This is an optimization exercise on Yosys and OpenROAD, whose aim is small area, not a production implementation. No run shown here included a check of the RTL's function; only the layout flow was run. Power is estimated from default activity; no workload was simulated.

===== design.v =====
module rgb565_to_ycbcr422
(
    input   wire                    sys_clk         ,
    input   wire                    sys_rst_n       ,
    input   wire    [15:0]          rgb_data        ,
    output  reg     signed  [7:0]   img_out         ,
    output  wire    [1:0]           state           ,
    output  wire                    start_en
);
reg     [1:0]   k       ;
reg             run     ;    
reg     [15:0]  x_q     ;
reg     [7:0]   a_q     ;
wire            sel_y   = ~k[1];
wire            sel_c1  = k[1] & ~k[0];
wire            sel_c2  = k[1] & k[0];
wire    [7:0]   f_top   ;
wire t_0;
wire t_1;
wire t_2;
wire t_3;
wire t_4;
wire t_5;
wire t_6;
wire t_7;
wire t_8;
wire t_9;
wire t_10;
wire t_11;
wire t_12;
wire t_13;
wire t_14;
wire t_15;
wire t_16;
wire t_17;
wire t_18;
wire t_19;
wire t_20;
wire t_21;
wire t_22;
wire t_23;
wire t_24;
wire t_25;
wire t_26;
wire t_27;
wire t_28;
wire t_29;
wire t_30;
wire t_31;
wire t_32;
wire t_33;
wire t_34;
wire t_35;
wire t_36;
wire t_37;
wire t_38;
wire t_39;
wire t_40;
wire t_41;
wire t_42;
wire t_43;
wire t_44;
wire t_45;
wire t_46;
wire t_47;
wire t_48;
wire t_49;
wire t_50;
wire t_51;
wire t_52;
wire t_53;
wire t_54;
wire t_55;
wire t_56;
wire t_57;
wire t_58;
wire t_59;
wire t_60;
wire t_61;
wire t_62;
wire t_63;
wire t_64;
wire t_65;
wire t_66;
wire t_67;
wire t_68;
wire t_69;
wire t_70;
wire t_71;
wire t_72;
wire t_73;
wire t_74;
wire t_75;
wire t_76;
wire t_77;
wire t_78;
wire t_79;
wire t_80;
wire t_81;
wire t_82;
wire t_83;
wire t_84;
wire t_85;
wire t_86;
wire t_87;
wire t_88;
wire t_89;
wire t_90;
wire t_91;
wire t_92;
wire t_93;
wire t_94;
wire t_95;
wire t_96;
wire t_97;
wire t_98;
wire t_99;
wire t_100;
wire t_101;
wire t_102;
wire t_103;
wire t_104;
wire t_105;
wire t_106;
wire t_107;
wire t_108;
wire t_109;
wire t_110;
wire t_111;
wire t_112;
wire t_113;
wire t_114;
wire t_115;
wire t_116;
wire t_117;
wire t_118;
wire t_119;
wire t_120;
wire t_121;
wire t_122;
wire t_123;
wire t_124;
wire t_125;
wire t_126;
wire t_127;
wire t_128;
wire t_129;
wire t_130;
wire t_131;
wire t_132;
wire t_133;
wire t_134;
wire t_135;
wire t_136;
wire t_137;
wire t_138;
wire t_139;
wire t_140;
wire t_141;
wire t_142;
wire t_143;
wire t_144;
wire t_145;
wire t_146;
wire t_147;
wire t_148;
wire t_149;
wire t_150;
wire t_151;
wire t_152;
wire t_153;
wire t_154;
wire t_155;
wire t_156;
wire t_157;
wire t_158;
wire t_159;
wire t_160;
wire t_161;
wire t_162;
wire t_163;
wire t_164;
wire t_165;
wire t_166;
wire t_167;
wire t_168;
wire t_169;
wire t_170;
wire t_171;
wire t_172;
wire t_173;
wire t_174;
wire t_175;
wire t_176;
wire t_177;
wire t_178;
wire t_179;
wire t_180;
wire t_181;
wire t_182;
wire t_183;
wire t_184;
wire t_185;
wire t_186;
wire t_187;
wire t_188;
wire t_189;
wire t_190;
wire t_191;
wire t_192;
wire t_193;
wire t_194;
wire t_195;
wire t_196;
wire t_197;
wire t_198;
wire t_199;
wire t_200;
wire t_201;
wire t_202;
wire t_203;
wire t_204;
wire t_205;
wire t_206;
wire t_207;
wire t_208;
wire t_209;
wire t_210;
wire t_211;
wire t_212;
wire t_213;
wire t_214;
wire t_215;
wire t_216;
wire t_217;
wire t_218;
wire t_219;
wire t_220;
wire t_221;
wire t_222;
wire t_223;
wire t_224;
wire t_225;
wire t_226;
wire t_227;
wire t_228;
wire t_229;
wire t_230;
wire t_231;
wire t_232;
wire t_233;
wire t_234;
wire t_235;
wire t_236;
wire t_237;
wire t_238;
wire t_239;
wire t_240;
wire t_241;
wire t_242;
wire t_243;
wire t_244;
wire t_245;
wire t_246;
wire t_247;
wire t_248;
wire t_249;
wire t_250;
wire t_251;
wire t_252;
wire t_253;
wire t_254;
wire t_255;
wire t_256;
wire t_257;
wire t_258;
wire t_259;
wire t_260;
wire t_261;
wire t_262;
wire t_263;
wire t_264;
wire t_265;
wire t_266;
wire t_267;
wire t_268;
wire t_269;
wire t_270;
wire t_271;
wire t_272;
wire t_273;
wire t_274;
wire t_275;
wire t_276;
wire t_277;
wire t_278;
wire t_279;
wire t_280;
wire t_281;
wire t_282;
wire t_283;
wire t_284;
wire t_285;
wire t_286;
wire t_287;
wire t_288;
wire t_289;
assign t_0 = (x_q[11] & (sel_y | sel_c1));
assign t_1 = (x_q[11] ? (sel_y) : (sel_c1));
assign t_2 = (x_q[11] & (sel_y));
assign t_3 = (x_q[11] & (sel_y));
assign t_4 = (x_q[11] & (sel_y | sel_c1));
assign t_5 = (x_q[11] ? (sel_c2) : (sel_c1));
assign t_6 = (x_q[12] & (sel_y | sel_c1));
assign t_7 = (x_q[12] ? 1'b0 : (sel_y | sel_c1));
assign t_8 = (x_q[12] ? 1'b0 : (sel_y));
assign t_9 = (x_q[12] & (sel_y));
assign t_10 = (x_q[12] ? 1'b0 : (sel_y | sel_c1));
assign t_11 = (x_q[12] & (sel_y | sel_c2));
assign t_12 = (x_q[13] & (sel_y | sel_c1));
assign t_13 = (x_q[13] ? (sel_c1) : (sel_y));
assign t_14 = (x_q[13] ? 1'b0 : (sel_y | sel_c1));
assign t_15 = (x_q[13] ? 1'b0 : (sel_y));
assign t_16 = (x_q[13] ? 1'b0 : (sel_c1 | sel_c2));
assign t_17 = (x_q[13] ? (sel_c2) : (sel_y | sel_c1));
assign t_18 = (x_q[13] & (sel_y | sel_c2));
assign t_19 = (x_q[14] & (sel_y | sel_c1));
assign t_20 = (x_q[14] ? (sel_c1) : (sel_y));
assign t_21 = (x_q[14] & (sel_y | sel_c1));
assign t_22 = (x_q[14] ? 1'b0 : (sel_y | sel_c1));
assign t_23 = (x_q[14] & (sel_y | sel_c2));
assign t_24 = (x_q[15] & (sel_y | sel_c1));
assign t_25 = (x_q[15] ? (sel_c1) : (sel_y));
assign t_26 = (x_q[15] ? 1'b0 : (sel_y | sel_c1));
assign t_27 = (x_q[15] ? 1'b0 : (sel_y | sel_c1));
assign t_28 = (x_q[15] & (sel_y | sel_c2));
assign t_29 = (x_q[5] ? (sel_c1) : (sel_c2));
assign t_30 = (x_q[5] ? (sel_c1) : (sel_y | sel_c2));
assign t_31 = (x_q[5] ? (sel_c1) : (sel_c2));
assign t_32 = (x_q[5] ? (sel_c1) : (sel_y | sel_c2));
assign t_33 = (x_q[5] & (sel_c1));
assign t_34 = (x_q[5] & (sel_y));
assign t_35 = (x_q[5] ? (sel_y) : (sel_c1 | sel_c2));
assign t_36 = (x_q[6] ? (sel_c2) : (sel_c1));
assign t_37 = (x_q[6] ? 1'b0 : (sel_y));
assign t_38 = (x_q[6] ? 1'b0 : (sel_c1 | sel_c2));
assign t_39 = (x_q[6] & (sel_y | sel_c2));
assign t_40 = ~x_q[6];
assign t_41 = (x_q[6] & (sel_c1));
assign t_42 = (x_q[6] & (sel_y));
assign t_43 = (x_q[6] ? (sel_y) : (sel_c1 | sel_c2));
assign t_44 = (x_q[7] ? (sel_c1) : (sel_c2));
assign t_45 = (x_q[7] ? (sel_c1) : (sel_y | sel_c2));
assign t_46 = (x_q[7] ? (sel_c1) : (sel_y | sel_c2));
assign t_47 = (x_q[7] ? 1'b0 : (sel_c1 | sel_c2));
assign t_48 = (x_q[8] ? (sel_c1) : (sel_c2));
assign t_49 = (x_q[8] ? (sel_c1) : (sel_y | sel_c2));
assign t_50 = (x_q[8] ? (sel_c1) : (sel_y | sel_c2));
assign t_51 = (x_q[8] ? (sel_y) : (sel_c1 | sel_c2));
assign t_52 = (x_q[9] ? (sel_c1) : (sel_c2));
assign t_53 = (x_q[9] ? (sel_c1) : (sel_y | sel_c2));
assign t_54 = (x_q[9] ? (sel_c1) : (sel_y | sel_c2));
assign t_55 = (x_q[9] ? (sel_y) : (sel_c1 | sel_c2));
assign t_56 = (x_q[10] ? (sel_c1) : (sel_c2));
assign t_57 = (x_q[10] ? (sel_c1) : (sel_y | sel_c2));
assign t_58 = (x_q[10] ? (sel_c1) : (sel_y | sel_c2));
assign t_59 = (x_q[10] ? (sel_y) : (sel_c1 | sel_c2));
assign t_60 = (x_q[0] ? (sel_y) : (sel_c2));
assign t_61 = (x_q[0] & (sel_y | sel_c2));
assign t_62 = (x_q[0] & (sel_c2));
assign t_63 = (x_q[0] & (sel_c1));
assign t_64 = (x_q[0] ? (sel_y) : (sel_c2));
assign t_65 = (x_q[0] & (sel_c1));
assign t_66 = (x_q[1] ? (sel_y) : (sel_c2));
assign t_67 = (x_q[1] & (sel_y | sel_c2));
assign t_68 = (x_q[1] ? 1'b0 : (sel_c2));
assign t_69 = (x_q[1] ? 1'b0 : (sel_c1 | sel_c2));
assign t_70 = (x_q[1] & (sel_y | sel_c1));
assign t_71 = (x_q[1] & (sel_c1));
assign t_72 = (x_q[2] ? (sel_y) : (sel_c2));
assign t_73 = (x_q[2] & (sel_y | sel_c2));
assign t_74 = (x_q[2] & (sel_c2));
assign t_75 = (x_q[2] ? 1'b0 : (sel_c1));
assign t_76 = (x_q[2] ? (sel_y | sel_c1) : (sel_c2));
assign t_77 = (x_q[2] & (sel_c1));
assign t_78 = (x_q[3] ? (sel_y) : (sel_c2));
assign t_79 = (x_q[3] & (sel_y | sel_c2));
assign t_80 = (x_q[3] ? (sel_y) : (sel_c2));
assign t_81 = (x_q[3] ? (sel_y) : (sel_c2));
assign t_82 = (x_q[3] & (sel_c1));
assign t_83 = (x_q[4] ? (sel_c2) : (sel_y));
assign t_84 = (x_q[4] ? (sel_c2) : (sel_y));
assign t_85 = (x_q[4] & (sel_c2));
assign t_86 = (x_q[4] & (sel_y | sel_c2));
assign t_87 = (x_q[4] ? 1'b0 : (sel_c2));
assign t_88 = (x_q[4] & (sel_c1));
csa_fa u_t_89 (.a(t_0), .b(t_29), .c(t_60), .s(t_89), .co(t_90));
assign t_91 = ~(t_6 ^ t_30);
assign t_92 = t_6 | t_30;
csa_fa u_t_93 (.a(t_36), .b(t_66), .c(t_90), .s(t_93), .co(t_94));
csa_fa u_t_95 (.a(t_1), .b(t_12), .c(t_31), .s(t_95), .co(t_96));
csa_fa u_t_97 (.a(t_37), .b(t_61), .c(t_72), .s(t_97), .co(t_98));
csa_fa u_t_99 (.a(t_92), .b(t_95), .c(t_97), .s(t_99), .co(t_100));
csa_fa u_t_101 (.a(t_7), .b(t_67), .c(t_96), .s(t_101), .co(t_102));
csa_fa u_t_103 (.a(t_98), .b(t_100), .c(t_101), .s(t_103), .co(t_104));
csa_fa u_t_105 (.a(t_2), .b(t_8), .c(t_13), .s(t_105), .co(t_106));
csa_fa u_t_107 (.a(t_32), .b(t_38), .c(t_44), .s(t_107), .co(t_108));
csa_fa u_t_109 (.a(t_73), .b(t_105), .c(t_107), .s(t_109), .co(t_110));
csa_ha u_t_111 (.a(t_102), .b(t_109), .s(t_111), .co(t_112));
csa_fa u_t_113 (.a(t_3), .b(t_14), .c(t_39), .s(t_113), .co(t_114));
csa_fa u_t_115 (.a(t_45), .b(t_48), .c(t_106), .s(t_115), .co(t_116));
csa_fa u_t_117 (.a(t_108), .b(t_113), .c(t_110), .s(t_117), .co(t_118));
csa_fa u_t_119 (.a(t_115), .b(t_112), .c(t_117), .s(t_119), .co(t_120));
csa_fa u_t_121 (.a(t_19), .b(t_33), .c(t_40), .s(t_121), .co(t_122));
csa_fa u_t_123 (.a(t_49), .b(t_52), .c(t_62), .s(t_123), .co(t_124));
csa_fa u_t_125 (.a(t_78), .b(t_114), .c(t_121), .s(t_125), .co(t_126));
csa_fa u_t_127 (.a(t_123), .b(t_116), .c(t_125), .s(t_127), .co(t_128));
csa_ha u_t_129 (.a(t_118), .b(t_127), .s(t_129), .co(t_130));
assign t_131 = ~(x_q[11] ^ t_9);
assign t_132 = x_q[11] | t_9;
csa_fa u_t_133 (.a(t_24), .b(t_46), .c(t_53), .s(t_133), .co(t_134));
csa_fa u_t_135 (.a(t_56), .b(t_63), .c(t_68), .s(t_135), .co(t_136));
csa_fa u_t_137 (.a(t_83), .b(t_122), .c(t_124), .s(t_137), .co(t_138));
csa_fa u_t_139 (.a(t_131), .b(t_133), .c(t_135), .s(t_139), .co(t_140));
csa_fa u_t_141 (.a(t_126), .b(t_137), .c(t_139), .s(t_141), .co(t_142));
csa_fa u_t_143 (.a(t_128), .b(t_141), .c(t_130), .s(t_143), .co(t_144));
csa_fa u_t_145 (.a(x_q[12]), .b(t_15), .c(t_20), .s(t_145), .co(t_146));
csa_fa u_t_147 (.a(t_34), .b(t_41), .c(t_50), .s(t_147), .co(t_148));
csa_fa u_t_149 (.a(t_57), .b(t_64), .c(t_69), .s(t_149), .co(t_150));
csa_fa u_t_151 (.a(t_74), .b(t_79), .c(t_84), .s(t_151), .co(t_152));
csa_fa u_t_153 (.a(t_132), .b(t_134), .c(t_136), .s(t_153), .co(t_154));
csa_fa u_t_155 (.a(t_145), .b(t_147), .c(t_149), .s(t_155), .co(t_156));
csa_fa u_t_157 (.a(t_151), .b(t_138), .c(t_140), .s(t_157), .co(t_158));
csa_fa u_t_159 (.a(t_153), .b(t_155), .c(t_142), .s(t_159), .co(t_160));
csa_fa u_t_161 (.a(t_157), .b(t_159), .c(t_144), .s(t_161), .co(t_162));
csa_fa u_t_163 (.a(x_q[7]), .b(t_4), .c(t_16), .s(t_163), .co(t_164));
csa_fa u_t_165 (.a(t_25), .b(t_35), .c(t_42), .s(t_165), .co(t_166));
csa_fa u_t_167 (.a(t_54), .b(t_70), .c(t_75), .s(t_167), .co(t_168));
csa_fa u_t_169 (.a(t_80), .b(t_146), .c(t_148), .s(t_169), .co(t_170));
csa_fa u_t_171 (.a(t_150), .b(t_152), .c(t_163), .s(t_171), .co(t_172));
csa_fa u_t_173 (.a(t_165), .b(t_167), .c(t_154), .s(t_173), .co(t_174));
csa_fa u_t_175 (.a(t_156), .b(t_169), .c(t_171), .s(t_175), .co(t_176));
csa_fa u_t_177 (.a(t_158), .b(t_173), .c(t_175), .s(t_177), .co(t_178));
csa_ha u_t_179 (.a(t_160), .b(t_177), .s(t_179), .co(t_180));
csa_fa u_t_181 (.a(x_q[8]), .b(t_5), .c(t_10), .s(t_181), .co(t_182));
csa_fa u_t_183 (.a(t_17), .b(t_21), .c(t_43), .s(t_183), .co(t_184));
csa_fa u_t_185 (.a(t_58), .b(t_65), .c(t_76), .s(t_185), .co(t_186));
csa_fa u_t_187 (.a(t_81), .b(t_85), .c(t_164), .s(t_187), .co(t_188));
csa_fa u_t_189 (.a(t_166), .b(t_168), .c(t_181), .s(t_189), .co(t_190));
csa_fa u_t_191 (.a(t_183), .b(t_185), .c(t_170), .s(t_191), .co(t_192));
csa_fa u_t_193 (.a(t_172), .b(t_187), .c(t_189), .s(t_193), .co(t_194));
csa_fa u_t_195 (.a(t_174), .b(t_191), .c(t_176), .s(t_195), .co(t_196));
csa_fa u_t_197 (.a(t_193), .b(t_178), .c(t_195), .s(t_197), .co(t_198));
csa_fa u_t_199 (.a(x_q[7]), .b(x_q[9]), .c(t_11), .s(t_199), .co(t_200));
csa_fa u_t_201 (.a(t_26), .b(t_71), .c(t_182), .s(t_201), .co(t_202));
csa_fa u_t_203 (.a(t_184), .b(t_186), .c(t_199), .s(t_203), .co(t_204));
csa_fa u_t_205 (.a(t_188), .b(t_190), .c(t_201), .s(t_205), .co(t_206));
csa_fa u_t_207 (.a(t_203), .b(t_192), .c(t_194), .s(t_207), .co(t_208));
csa_fa u_t_209 (.a(t_205), .b(t_196), .c(t_207), .s(t_209), .co(t_210));
csa_fa u_t_211 (.a(x_q[10]), .b(t_18), .c(t_22), .s(t_211), .co(t_212));
csa_fa u_t_213 (.a(t_27), .b(t_47), .c(t_51), .s(t_213), .co(t_214));
csa_fa u_t_215 (.a(t_77), .b(t_86), .c(t_200), .s(t_215), .co(t_216));
csa_fa u_t_217 (.a(t_211), .b(t_213), .c(t_202), .s(t_217), .co(t_218));
csa_fa u_t_219 (.a(t_204), .b(t_215), .c(t_206), .s(t_219), .co(t_220));
csa_fa u_t_221 (.a(t_217), .b(t_208), .c(t_219), .s(t_221), .co(t_222));
csa_fa u_t_223 (.a(t_23), .b(t_55), .c(t_82), .s(t_223), .co(t_224));
csa_fa u_t_225 (.a(t_87), .b(t_212), .c(t_214), .s(t_225), .co(t_226));
csa_fa u_t_227 (.a(t_223), .b(t_216), .c(t_225), .s(t_227), .co(t_228));
csa_fa u_t_229 (.a(t_218), .b(t_227), .c(t_220), .s(t_229), .co(t_230));
assign t_231 = ~(t_28 ^ t_59);
assign t_232 = t_28 | t_59;
csa_fa u_t_233 (.a(t_88), .b(t_224), .c(t_231), .s(t_233), .co(t_234));
csa_fa u_t_235 (.a(t_226), .b(t_233), .c(t_228), .s(t_235), .co(t_236));
assign t_237 = t_232 ^ t_234 ^ t_236;
csa_ha u_t_238 (.a(t_91), .b(t_93), .s(t_238), .co(t_239));
csa_ha u_t_240 (.a(t_94), .b(t_99), .s(t_240), .co(t_241));
csa_ha u_t_242 (.a(t_111), .b(t_104), .s(t_242), .co(t_243));
csa_ha u_t_244 (.a(t_129), .b(t_120), .s(t_244), .co(t_245));
csa_ha u_t_246 (.a(t_179), .b(t_162), .s(t_246), .co(t_247));
csa_ha u_t_248 (.a(t_180), .b(t_197), .s(t_248), .co(t_249));
csa_ha u_t_250 (.a(t_198), .b(t_209), .s(t_250), .co(t_251));
csa_ha u_t_252 (.a(t_210), .b(t_221), .s(t_252), .co(t_253));
csa_ha u_t_254 (.a(t_222), .b(t_229), .s(t_254), .co(t_255));
csa_ha u_t_256 (.a(t_235), .b(t_230), .s(t_256), .co(t_257));
assign t_258 = t_241 | (t_240 & t_239);
assign t_259 = t_103 & t_258;
assign t_260 = t_243 | (t_242 & t_259);
assign t_261 = t_119 & t_260;
assign t_262 = t_245 | (t_244 & t_261);
assign t_263 = t_143 & t_262;
assign t_264 = t_161 & t_263;
assign t_265 = t_249 | (t_248 & t_247);
assign t_266 = t_248 & t_246;
assign t_267 = t_253 | (t_252 & t_251);
assign t_268 = t_252 & t_250;
assign t_269 = t_257 | (t_256 & t_255);
assign t_270 = t_256 & t_254;
assign t_271 = t_247 | (t_246 & t_264);
assign t_272 = t_265 | (t_266 & t_264);
assign t_273 = t_255 | (t_254 & t_267);
assign t_274 = t_254 & t_268;
assign t_275 = t_269 | (t_270 & t_267);
assign t_276 = t_270 & t_268;
assign t_277 = t_251 | (t_250 & t_272);
assign t_278 = t_267 | (t_268 & t_272);
assign t_279 = t_273 | (t_274 & t_272);
assign t_280 = t_275 | (t_276 & t_272);
assign t_281 = t_237 & t_280;
assign t_282 = t_161 ^ t_263;
assign t_283 = t_246 ^ t_264;
assign t_284 = t_248 ^ t_271;
assign t_285 = t_250 ^ t_272;
assign t_286 = t_252 ^ t_277;
assign t_287 = t_254 ^ t_278;
assign t_288 = t_256 ^ t_279;
assign t_289 = t_237 ^ t_280;
assign f_top = {t_289, t_288, t_287, t_286, t_285, t_284, t_283, t_282};
always @(posedge sys_clk) begin
    if (k != 2'd2)
        x_q <= rgb_data;
    a_q <= f_top;
end
always @(posedge sys_clk or negedge sys_rst_n)
    if (!sys_rst_n) begin
        k   <= 2'd0;
        run <= 1'b0;
    end else begin
        k   <= k + 2'd1;
        run <= run | (k == 2'd2);
    end
always @(posedge sys_clk or negedge sys_rst_n)
    if (!sys_rst_n)
        img_out <= 8'd0;
    else
        img_out <= a_q & {8{run | (k == 2'd2)}};
assign start_en = run;
assign state    = {run & (k[1] ^ k[0]), run & ~k[0]};
endmodule
module csa_fa (input wire a, input wire b, input wire c, output wire s, output wire co);
assign s  = a ^ b ^ c;
assign co = (a & b) | (a & c) | (b & c);
endmodule
module csa_ha (input wire a, input wire b, output wire s, output wire co);
assign s  = a ^ b;
assign co = a & b;
endmodule

===== config.mk =====
export PLATFORM = sky130hd
export DESIGN_NAME = rgb565_to_ycbcr422
export DESIGN_NICKNAME = rgb565_to_ycbcr422
export VERILOG_FILES = /design/flow/design.v
export SDC_FILE = /design/flow/constraint.sdc
export NUM_CORES = 4
export LEC_CHECK = 0
export CAP_MARGIN = 20
export CORE_MARGIN = 2
export CORE_UTILIZATION = 40
export SLEW_MARGIN = 20
export SYNTH_HIERARCHICAL = 1

===== flow/run.sh =====
#!/bin/bash
# Standard layout, with the smallest buffer cell on the ports and a clock
# tree without dummy balancing loads.
set -euo pipefail
export BUFFER_PORTS_ARGS="-buffer_cell sky130_fd_sc_hd__buf_1"
export CTS_ARGS="-sink_clustering_enable -repair_clock_nets -dont_use_dummy_load -buf_list sky130_fd_sc_hd__clkbuf_4 -root_buf sky130_fd_sc_hd__clkbuf_4"
bash standard.sh > standard_flow.log 2>&1

===== constraint.sdc =====
create_clock -name core_clock -period 5.0 [get_ports {sys_clk}]
set_input_delay 1.0000 -clock core_clock [delete_from_list [all_inputs] [get_ports {sys_clk}]]
set_output_delay 1.0000 -clock core_clock [all_outputs]
set_load 0.01 [all_outputs]

===== standard.sh =====
#!/bin/bash
# synth_recipe.tcl (not shown) runs the flow's synth.tcl, then flattens the netlist and writes it again
# the make line also repeats each setting of config.mk as NAME=value (left out here)
make -C /OpenROAD-flow-scripts/flow DESIGN_CONFIG=/design/flow/config.mk WORK_HOME=/design/flow/orfs CLKGATE_MAP_FILE= SYNTH_SCRIPT=/design/flow/synth_recipe.tcl "${@:-finish}"

==> flow_metrics.env, run 1 <==
export IMPL_status="timing/DRC/antenna clean"
export IMPL_worst_reg_to_reg_path_cell_count=15
export IMPL_net_switching_power_mw=0.491
export IMPL_post_layout_nonfiller_instances=404
export IMPL_critical_path_endpoint_type="register"
export IMPL_dominantRegCellSynth="edfxtp_1"
export IMPL_syn_num_nets=375
export IMPL_placed_cells_incl_taps=399
export IMPL_fp_dieH_um=95.5
export IMPL_worst_clock_skew_ns=0.0332
export IMPL_cap_viol_max_count=0
export IMPL_drive_gt1_frac=0.0602
export IMPL_placement_io_buffers=28
export IMPL_drtPass1Iterations=4
export IMPL_syn_to_final_growth_pct=8.88
export IMPL_met2_length_mm=3.23
export IMPL_timing_final_crit_share=0.946
export IMPL_postLayoutCellArea_um2=3650
export IMPL_synth_top_cell_area_share=0.406
export IMPL_routed_wl_met3_um=324
export IMPL_largest_net_degree_at_the_start_of_global_routing=30
export IMPL_worstPathArrival_ns=4.98
export IMPL_synth_simple_gate_area_frac=0.111
export IMPL_initial_core_util=0.410
export IMPL_ff_latch_count_synth=35
export IMPL_num_io_pins=29
export IMPL_grt_antenna_before_repair=0
export IMPL_final_max_slew_viol_count=0
export IMPL_grt_pass1_wl_mm=10.9
export IMPL_min_delay_path_depth=1
export IMPL_cellInternalPower_mw=0.803
export IMPL_max_clock_freq_mhz=212
export IMPL_fillerInstances=765
export IMPL_worstSetupStartpointType="register"
export IMPL_clkSinkCount=35
export IMPL_first_global_vias=2135
export IMPL_num_antenna_cells=0
export IMPL_dieArea_um2=9130
export IMPL_die_w_um=95.5
export IMPL_power_per_cell_area_nw_per_um2=355
export IMPL_place_area_um2=3610
export IMPL_yosysTopAreaCell="fa_1"
export IMPL_max_clock_path_buffers=2
export IMPL_synth_cells_most_frequent="fa_1 (68), nor2_1 (30), ha_1 (21)"
export IMPL_combinationalPowerShare=0.603
export IMPL_cts_tree="yes"
export IMPL_grt_total_usage=0.161
export IMPL_worstSetupPathType="register to register"
export IMPL_fin_worst_hold_slack_ns=0.407
export IMPL_placeableCoreArea_um2=8180
export IMPL_fin_tns_setup_ns=0
export IMPL_p_sw_frac=0.380
export IMPL_unique_masters_post_synth=29
export IMPL_top_layer="met4"
export IMPL_post_drt_wl_per_cell_um=16.0
export IMPL_vdd_ir_drop_worst_uv=241
export IMPL_cts_setup_buffers=0
export IMPL_finalHoldViolations=0
export IMPL_tritoncts_num_buffers=5
export IMPL_timing_slew_headroom=0.548
export IMPL_synthAdderAreaFrac=0.485
export IMPL_count_of_routing_violations_after_the_opening_detailed_route_iteration=118
export IMPL_post_synth_main_area_contributors="fa_1 (41%), edfxtp_1 (14%), dfrtp_1 (8.2%), ha_1 (7.8%), dfxtp_1 (4.8%)"
export IMPL_timing_final_crit_period_ns=4.73
export IMPL_worst_pin_slew_ns=0.660
export IMPL_critPathMaxFanout=20
export IMPL_wl_met1_mm=2.73
export IMPL_detailedPlacementHpwl_mm=5.45
export IMPL_ant_nets=0
export IMPL_viasPerCell=4.94
export IMPL_detailroute_via_count=1996
export IMPL_crit_path_cell_trace="ha_1 > buf_4 > nor2_1 > fa_1 > fa_1 > fa_1 > ha_1 > fa_1 > fa_1 > ha_1 > a21oi_2 > o21bai_1 > ha_1 > nor2_1 > xnor2_1"
export IMPL_fin_nets=408
export IMPL_cellLeakagePower_nw=1.55
export IMPL_clk_pin_slew_worst_paths_ns=0.12
export IMPL_avgSynthCellArea_um2=12.5
export IMPL_drc=0
export IMPL_slowest_stage_delay_cp_ns=0.51
export IMPL_critPathSlowestCell="fa_1"
export IMPL_route_final_wire_length_mm=6.45
export IMPL_fraction_of_the_mapped_netlist_area_in_compound_gates=0.0467
export IMPL_worst_skew_late_latency_ns=0.35
export IMPL_synth_edf_count=16
export IMPL_hold_class="register to register"
export IMPL_synth_top_family_by_area="adder cells"
export IMPL_yosysMostFrequentCell="fa_1"
export IMPL_async_s_r_ff_share_synth=0.314
export IMPL_seq_power_share=0.294
export IMPL_clock_power_share=0.103
export IMPL_seq_area_frac_synth=0.273
export IMPL_synth_cell_area_um2=3350
export IMPL_post_synth_xor_area_fraction=0.0366
export IMPL_cts_max_level=2
export IMPL_timing_final_ws_setup_ns=0.272
export IMPL_critical_path_most_common_cell="fa_1"
export IMPL_synthesis_yosys_warnings=7
export IMPL_grt_overflow=0
export IMPL_muxShareOfSynthArea=0.0183
export IMPL_grt_setup_unrepaired="false"
export IMPL_clock_tree_root_cell="clkbuf_4"
export IMPL_final_setup_viol_count=0
export IMPL_design_power_total_mw=1.29
export IMPL_gp_routability_congestion=0.892
export IMPL_preCtsSetupSlack_ns=0.272
export IMPL_row_count=33
export IMPL_synth_cells=268
export IMPL_required_worst_endpoint_ns=5.25
export IMPL_finished_core_util=0.446
==> critical path, delay by kind of cell (launching register included) <==
| family | cells | cell delay, ns |
|---|---|---|
| buffers and inverters | 1 | 0.22 |
| adder cells (fa/ha/maj) | 9 | 3.08 |
| flip-flops | 1 | 0.43 |
| AO/OA/AOI/OAI | 2 | 0.30 |
| XOR/XNOR | 1 | 0.12 |
| AND/OR/NAND/NOR | 2 | 0.47 |
==> per-module statistics from Yosys, one instance, submodules excluded <==
| module | cells inside | flip-flops and latches |
|---|---|---|
| csa_fa | 1 | 0 |
| csa_ha | 1 | 0 |
| rgb565_to_ycbcr422 | 187 | 35 |
==> layout make-up <==
type / count / area, um2 / area share
timing repair buffer: 34 / 163 / 0.0446
sequential: 35 / 916 / 0.251
clock buffer: 5 / 37.5 / 0.0103
tap: 105 / 131 / 0.0360
multi-input combinational: 209 / 2340 / 0.642
inverter: 16 / 60.1 / 0.0165
==> flip-flops by register name, summed over array words and instances, names as in the netlist <==
signal and flops:
run 1, a_q 8, k 2, img_out 8, x_q 16
==> layer usage <==
layer	global-route usage	vias up
li1	-	922
met1	0.226	1009
met2	0.253	52
met3	0.0237	13
met4	0.0619	0
met5	0	-
==> power groups by stage <==
stage          sequential [mW]  clock, mW  combinational (mW)
2_1_floorplan            0.379          0               0.651
3_3_place_gp             0.387          0               0.783
3_5_place_dp             0.386          0               0.802
4_1_cts                  0.380      0.141               0.805
5_1_grt                  0.386      0.153               0.922
6_report                 0.380      0.133               0.781
==> cell families (layout without fill, tap and decap cells) <==
kind of cell | count (synthesis) | count (layout)
AOI/OAI and AO/OA | 24 | 24
xor gates and xnor gates | 14 | 14
adders and majority gates | 89 | 89
buffers and inverters | 24 | 55
DFF | 35 | 35
muxes | 6 | 6
and+or+nand+nor | 76 | 76
==> worst paths after layout <==
path	startpoint	slack, ns	endpoint
min reg2reg	a_q[4]	0.41	img_out[4]
max reg2reg	k[1]	0.27	a_q[4]
min in group asynchronous	sys_rst_n	0.61	run
min	a_q[4]	0.41	img_out[4]
max	k[1]	0.27	a_q[4]
max in group asynchronous	sys_rst_n	3.96	img_out[7]
==> cells in the final DEF (no fill, tap or decap), types with 2 or more instances in the layout <==
cell,n
edfxtp_1,16
nor3_1,4
xnor2_1,12
clkbuf_4,5
buf_1,28
xor2_1,2
dfxtp_1,8
nor2_1,28
dfrtp_1,11
a21oi_1,7
a21o_1,2
o21ai_0,6
nor2b_1,20
fa_1,68
nor2_2,2
o21bai_1,4
nand2_1,9
ha_1,21
a21oi_2,2
inv_1,16
buf_4,5
and2_1,9
mux2i_1,5
==> timing repair <==
item | 4_1_cts | 5_1_grt
setup endpoints to repair | 0 | 4
hold endpoints to repair | 0 | 0
hold buffers | 0 | 0
gates resized for setup | 0 | 2
==> run 2, diff against run 1 <==
--- a/design.v
+++ b/design.v
@@ -301,9 +301,4 @@
 wire t_283;
 wire t_284;
-wire t_285;
-wire t_286;
-wire t_287;
-wire t_288;
-wire t_289;
 assign t_0 = (x_q[11] & (sel_y | sel_c1));
 assign t_1 = (x_q[11] ? (sel_y) : (sel_c1));
@@ -407,9 +402,9 @@
 csa_fa u_t_107 (.a(t_32), .b(t_38), .c(t_44), .s(t_107), .co(t_108));
 csa_fa u_t_109 (.a(t_73), .b(t_105), .c(t_107), .s(t_109), .co(t_110));
-csa_ha u_t_111 (.a(t_102), .b(t_109), .s(t_111), .co(t_112));
+csa_fa u_t_111 (.a(t_102), .b(t_109), .c(t_104), .s(t_111), .co(t_112));
 csa_fa u_t_113 (.a(t_3), .b(t_14), .c(t_39), .s(t_113), .co(t_114));
 csa_fa u_t_115 (.a(t_45), .b(t_48), .c(t_106), .s(t_115), .co(t_116));
 csa_fa u_t_117 (.a(t_108), .b(t_113), .c(t_110), .s(t_117), .co(t_118));
-csa_fa u_t_119 (.a(t_115), .b(t_112), .c(t_117), .s(t_119), .co(t_120));
+csa_fa u_t_119 (.a(t_115), .b(t_117), .c(t_112), .s(t_119), .co(t_120));
 csa_fa u_t_121 (.a(t_19), .b(t_33), .c(t_40), .s(t_121), .co(t_122));
 csa_fa u_t_123 (.a(t_49), .b(t_52), .c(t_62), .s(t_123), .co(t_124));
@@ -442,5 +437,5 @@
 csa_fa u_t_175 (.a(t_156), .b(t_169), .c(t_171), .s(t_175), .co(t_176));
 csa_fa u_t_177 (.a(t_158), .b(t_173), .c(t_175), .s(t_177), .co(t_178));
-csa_ha u_t_179 (.a(t_160), .b(t_177), .s(t_179), .co(t_180));
+csa_fa u_t_179 (.a(t_160), .b(t_177), .c(t_162), .s(t_179), .co(t_180));
 csa_fa u_t_181 (.a(x_q[8]), .b(t_5), .c(t_10), .s(t_181), .co(t_182));
 csa_fa u_t_183 (.a(t_17), .b(t_21), .c(t_43), .s(t_183), .co(t_184));
@@ -475,45 +470,42 @@
 csa_ha u_t_238 (.a(t_91), .b(t_93), .s(t_238), .co(t_239));
 csa_ha u_t_240 (.a(t_94), .b(t_99), .s(t_240), .co(t_241));
-csa_ha u_t_242 (.a(t_111), .b(t_104), .s(t_242), .co(t_243));
-csa_ha u_t_244 (.a(t_129), .b(t_120), .s(t_244), .co(t_245));
-csa_ha u_t_246 (.a(t_179), .b(t_162), .s(t_246), .co(t_247));
-csa_ha u_t_248 (.a(t_180), .b(t_197), .s(t_248), .co(t_249));
-csa_ha u_t_250 (.a(t_198), .b(t_209), .s(t_250), .co(t_251));
-csa_ha u_t_252 (.a(t_210), .b(t_221), .s(t_252), .co(t_253));
-csa_ha u_t_254 (.a(t_222), .b(t_229), .s(t_254), .co(t_255));
-csa_ha u_t_256 (.a(t_235), .b(t_230), .s(t_256), .co(t_257));
-assign t_258 = t_241 | (t_240 & t_239);
-assign t_259 = t_103 & t_258;
-assign t_260 = t_243 | (t_242 & t_259);
-assign t_261 = t_119 & t_260;
-assign t_262 = t_245 | (t_244 & t_261);
-assign t_263 = t_143 & t_262;
-assign t_264 = t_161 & t_263;
-assign t_265 = t_249 | (t_248 & t_247);
-assign t_266 = t_248 & t_246;
-assign t_267 = t_253 | (t_252 & t_251);
-assign t_268 = t_252 & t_250;
-assign t_269 = t_257 | (t_256 & t_255);
-assign t_270 = t_256 & t_254;
-assign t_271 = t_247 | (t_246 & t_264);
-assign t_272 = t_265 | (t_266 & t_264);
-assign t_273 = t_255 | (t_254 & t_267);
-assign t_274 = t_254 & t_268;
-assign t_275 = t_269 | (t_270 & t_267);
-assign t_276 = t_270 & t_268;
-assign t_277 = t_251 | (t_250 & t_272);
-assign t_278 = t_267 | (t_268 & t_272);
-assign t_279 = t_273 | (t_274 & t_272);
-assign t_280 = t_275 | (t_276 & t_272);
-assign t_281 = t_237 & t_280;
-assign t_282 = t_161 ^ t_263;
-assign t_283 = t_246 ^ t_264;
-assign t_284 = t_248 ^ t_271;
-assign t_285 = t_250 ^ t_272;
-assign t_286 = t_252 ^ t_277;
-assign t_287 = t_254 ^ t_278;
-assign t_288 = t_256 ^ t_279;
-assign t_289 = t_237 ^ t_280;
-assign f_top = {t_289, t_288, t_287, t_286, t_285, t_284, t_283, t_282};
+csa_ha u_t_242 (.a(t_129), .b(t_120), .s(t_242), .co(t_243));
+csa_ha u_t_244 (.a(t_197), .b(t_180), .s(t_244), .co(t_245));
+csa_ha u_t_246 (.a(t_198), .b(t_209), .s(t_246), .co(t_247));
+csa_ha u_t_248 (.a(t_210), .b(t_221), .s(t_248), .co(t_249));
+csa_ha u_t_250 (.a(t_222), .b(t_229), .s(t_250), .co(t_251));
+csa_ha u_t_252 (.a(t_235), .b(t_230), .s(t_252), .co(t_253));
+assign t_254 = t_241 | (t_240 & t_239);
+assign t_255 = t_103 & t_254;
+assign t_256 = t_111 & t_255;
+assign t_257 = t_119 & t_256;
+assign t_258 = t_243 | (t_242 & t_257);
+assign t_259 = t_143 & t_258;
+assign t_260 = t_161 & t_259;
+assign t_261 = t_244 & t_179;
+assign t_262 = t_249 | (t_248 & t_247);
+assign t_263 = t_248 & t_246;
+assign t_264 = t_253 | (t_252 & t_251);
+assign t_265 = t_252 & t_250;
+assign t_266 = t_179 & t_260;
+assign t_267 = t_245 | (t_261 & t_260);
+assign t_268 = t_251 | (t_250 & t_262);
+assign t_269 = t_250 & t_263;
+assign t_270 = t_264 | (t_265 & t_262);
+assign t_271 = t_265 & t_263;
+assign t_272 = t_247 | (t_246 & t_267);
+assign t_273 = t_262 | (t_263 & t_267);
+assign t_274 = t_268 | (t_269 & t_267);
+assign t_275 = t_270 | (t_271 & t_267);
+assign t_276 = t_237 & t_275;
+assign t_277 = t_161 ^ t_259;
+assign t_278 = t_179 ^ t_260;
+assign t_279 = t_244 ^ t_266;
+assign t_280 = t_246 ^ t_267;
+assign t_281 = t_248 ^ t_272;
+assign t_282 = t_250 ^ t_273;
+assign t_283 = t_252 ^ t_274;
+assign t_284 = t_237 ^ t_275;
+assign f_top = {t_284, t_283, t_282, t_281, t_280, t_279, t_278, t_277};
 always @(posedge sys_clk) begin
     if (k != 2'd2)
==> run 2 against run 1 <==
  * Clock-buffer cell count unchanged
  * Non-clock buffer count grew 22
  * Sequential cell count is the same
  * Worst setup slack got worse by 0.094 ns
  * Sequential share of layout area down 1.4 points
  * Sequential power fell by 1%
  * Core utilization is 3.0 points higher
  * Critical endpoint is now a_q[7]
  * Combinational power grew 6.4%
  * Highest routed layer unchanged
  * Still clean
  * Largest power group unchanged
  * Critical path type unchanged
  * Total power up 3.5%
==> flow_metrics.env, run 2 <==
export IMPL_critical_path_most_common_cell="fa_1"
export IMPL_yosysMostFrequentCell="fa_1"
export IMPL_count_of_routing_violations_after_the_opening_detailed_route_iteration=102
export IMPL_viasPerCell=4.84
export IMPL_finalHoldViolations=0
export IMPL_timing_slew_headroom=0.599
export IMPL_dieArea_um2=8990
export IMPL_clock_tree_root_cell="clkbuf_4"
export IMPL_synth_edf_count=16
export IMPL_synth_cells_most_frequent="fa_1 (70), nor2_1 (27), nor2b_1 (19)"
export IMPL_first_global_vias=2173
export IMPL_worst_reg_to_reg_path_cell_count=15
export IMPL_largest_net_degree_at_the_start_of_global_routing=19
export IMPL_status="timing/DRC/antenna clean"
export IMPL_place_area_um2=3710
export IMPL_worst_r2r_setup_slack_ns=0.18
export IMPL_hold_path_startpoint="a_q[3]"
export IMPL_min_delay_path_depth=1
export IMPL_timing_rr_start="k[1]"
export IMPL_cts_tree="yes"
export IMPL_grt_setup_unrepaired="false"
export IMPL_syn_num_nets=362
export IMPL_multi_input_area_um2=2390
export IMPL_hold_class="register to register"
export IMPL_preCtsSetupSlack_ns=-0.0120
export IMPL_groute_layer_met3_usage=0.0239
export IMPL_cap_viol_max_count=0
export IMPL_worst_pin_slew_ns=0.600
export IMPL_synth_cells=257
export IMPL_worst_clock_skew_ns=0.0222
export IMPL_num_antenna_cells=0
export IMPL_worstSetupPathType="register to register"
export IMPL_final_cell_mix="fa_1 (64), buf_1 (28), buf_4 (25)"
export IMPL_power_per_cell_area_nw_per_um2=347
export IMPL_grt_overflow=0
export IMPL_net_switching_power_mw=0.492
export IMPL_postLayoutCellArea_um2=3860
export IMPL_cts_hold_buffers=0
export IMPL_drtPass1Iterations=4
export IMPL_reg_top3="x_q: 16 flops, a_q: 8 flops, img_out: 8 flops"
export IMPL_drc=0
export IMPL_largest_register_ff_count=16
export IMPL_cellLeakagePower_nw=1.64
export IMPL_met1_track_demand_over_resource=0.223
export IMPL_clkSinkCount=35
export IMPL_clk_pin_slew_worst_paths_ns=0.11
export IMPL_drive_gt1_frac=0.190
export IMPL_timing_final_crit_share=0.964
export IMPL_cts_setup_buffers=0
export IMPL_critPathMaxFanout=12
export IMPL_dominantRegCellSynth="edfxtp_1"
export IMPL_max_clock_path_buffers=2
export IMPL_row_count=33
export IMPL_largest_register_by_flop_count="x_q"
export IMPL_seq_area_frac_synth=0.277
export IMPL_die_w_um=94.8
export IMPL_gp_routability_congestion=0.922
export IMPL_synth_cell_area_um2=3300
export IMPL_syn_to_final_growth_pct=16.9
export IMPL_worst_skew_late_latency_ns=0.34
export IMPL_worstSetupStartpointType="register"
export IMPL_seq_power_share=0.281
export IMPL_detailedPlacementHpwl_mm=5.77
export IMPL_placement_io_buffers=28
export IMPL_grt_total_usage=0.170
export IMPL_fp_dieH_um=94.8
export IMPL_timing_final_crit_period_ns=4.82
export IMPL_route_final_wire_length_mm=6.68
export IMPL_worstReg2RegEnd="a_q[7]"
export IMPL_cts_max_level=2
export IMPL_yosysTopAreaCell="fa_1"
export IMPL_post_synth_main_area_contributors="fa_1 (42%), edfxtp_1 (15%), dfrtp_1 (8.3%), ha_1 (6.4%), dfxtp_1 (4.9%)"
export IMPL_crit_path_cell_trace="ha_2 > buf_4 > buf_4 > and2_1 > o21bai_2 > fa_2 > fa_1 > fa_1 > fa_1 > fa_1 > ha_4 > a31o_1 > o22a_2 > a31oi_4 > xnor2_1"
export IMPL_detailroute_via_count=2010
export IMPL_initial_core_util=0.408
export IMPL_avgSynthCellArea_um2=12.8
export IMPL_capture_endpoint_of_the_worst_hold_path="img_out[3]"
export IMPL_async_s_r_ff_share_synth=0.314
export IMPL_combinationalPowerShare=0.620
export IMPL_num_io_pins=29
export IMPL_cellInternalPower_mw=0.848
export IMPL_max_clock_freq_mhz=207
export IMPL_placeableCoreArea_um2=8090
export IMPL_worstPathArrival_ns=5.04
export IMPL_slowest_stage_delay_cp_ns=0.58
export IMPL_fillerInstances=775
export IMPL_tritoncts_num_buffers=5
export IMPL_timing_final_ws_setup_ns=0.178
export IMPL_design_power_total_mw=1.34
export IMPL_fin_nets=417
export IMPL_synth_top_cell_area_share=0.425
export IMPL_required_worst_endpoint_ns=5.22
export IMPL_grt_pass1_wl_mm=11.1
export IMPL_grt_antenna_before_repair=0
export IMPL_post_drt_wl_per_cell_um=16.1
export IMPL_synthesis_yosys_warnings=7
export IMPL_unique_masters_post_synth=29
export IMPL_ff_latch_count_synth=35
export IMPL_area_sequential_um2=916
export IMPL_globalRouteMet2Util=0.282
export IMPL_critPathSlowestCell="fa_1"
export IMPL_layout_commonest_cell="fa_1"
export IMPL_ant_nets=0
export IMPL_final_setup_viol_count=0
export IMPL_critical_path_endpoint_type="register"
export IMPL_final_max_slew_viol_count=0
export IMPL_grt_busiest_layer="met2"
export IMPL_vdd_ir_drop_worst_uv=259
export IMPL_p_sw_frac=0.367
export IMPL_clock_power_share=0.099
==> run 2: cell types whose count changed in the layout (fill, tap and decap cells not counted), moves of 4 or more <==
cell | before | now
buf_4 | 5 | 25
nor2_1 | 28 | 24
fa_2 | 0 | 6
o21bai_1 | 4 | 0
fa_1 | 68 | 64
ha_1 | 21 | 14
xnor2_1 | 12 | 8
==> run 2: how the worst max path moves through the flow <==
| stage | from | to | slack, ns |
|---|---|---|---|
| finish | k[1] | a_q[7] | 0.18 |
| global route | k[0] | a_q[7] | 0.004 |
| global placement | k[0] | a_q[7] | 0.04 |
| CTS | k[0] | a_q[7] | 0.01 |
| floorplan | k[0] | a_q[7] | 0.02 |
| detailed placement | k[0] | a_q[6] | -0.01 |
==> run 2: layer usage <==
layer	wire (um)	up-vias
met3	297	14
met4	219	0
met2	3530	57
met5	0	-
met1	2630	1016
li1	-	923
==> run 2: cells by family (layout without fill, tap and decap cells) <==
group / after synthesis / count (layout) / share of synthesized area
fa+ha+maj: 87 / 87 / 0.489
simple gates: 70 / 70 / 0.105
flops: 35 / 35 / 0.277
buf+inv: 23 / 76 / 0.0273
compound gates: 22 / 22 / 0.0455
xor+xnor: 14 / 14 / 0.0371
mux: 6 / 6 / 0.0186
==> run 2: per-stage QoR <==
step / setup TNS (ns) / hold WS (ns) / std cells / utilization
6_report: 0 / 0.421 / 415 / 0.477
5_1_grt: 0 / 0.448 / 415 / 0.477
4_1_cts: 0 / 0.423 / 415 / 0.466
3_5_place_dp: -0.0198 / 0.432 / 410 / 0.459
3_3_place_gp: 0 / 0.427 / 410 / 0.459
2_1_floorplan: 0 / 0.423 / 257 / -
==> run 2: power groups by stage <==
stage,clock [mW],combinational [mW],sequential (mW)
after global routing,0.154,0.954,0.381
final,0.133,0.831,0.376
after detailed placement,0,0.800,0.382
after floorplan,0,0.586,0.379
after CTS,0.139,0.813,0.376
after global placement,0,0.774,0.383
==> run 2: layout make-up <==
| type | instances | area share |
|---|---|---|
| multi-input combinational | 199 | 0.620 |
| sequential | 35 | 0.237 |
| timing repair buffer | 56 | 0.0847 |
| tap | 105 | 0.0341 |
| inverter | 15 | 0.0146 |
| clock buffer | 5 | 0.00973 |
==> run 2: what timing repair did <==
action | CTS | global route
endpoints found under the setup margin | 2 | 5
gates resized for setup | 7 | 21
pin swaps | 0 | 7
==> run 2: modules after synthesis (local to each module, per instance) <==
module,times used,flip-flops and latches,cells,area [um2]
csa_fa,70,0,1,20.0
csa_ha,9,0,1,12.5
rgb565_to_ycbcr422,1,35,178,1790
==> run 2: critical path: cells and delay by family (launching register included) <==
family	cells	cell delay, ns
buffers and inverters	2	0.37
flip-flops	1	0.44
adder cells (fa/ha/maj)	7	2.69
XOR/XNOR	1	0.08
AO/OA/AOI/OAI	4	0.95
AND/OR/NAND/NOR	1	0.17

-- static timing again, ports no longer ideal --
No port has a modelled driver above. Below, the same layouts with a new extraction and two added sets of constraints. Step 1: set_driving_cell puts a clkbuf_16 on sys_clk and a buf_2 on each other input, an assumption about the parent block. Step 2 times the ports against the registers' clock, not the clock port: input delays grow and output delays shrink by t, the midpoint of the rising clock arrivals with the driver on. Slacks: ideal ports / drivers / drivers and shift; pairs: ideal ports / drivers.
| run | t, ns | setup WS [ns] | slew at the worst register clock pin (ns) |
|---|---|---|---|
| run 1 | 0.359 | 0.272 / 0.272 / 0.272 | 0.12 / 0.12 |
| run 2 | 0.358 | 0.178 / 0.178 / 0.178 | 0.11 / 0.11 |
After both steps every run listed still meets setup and hold.
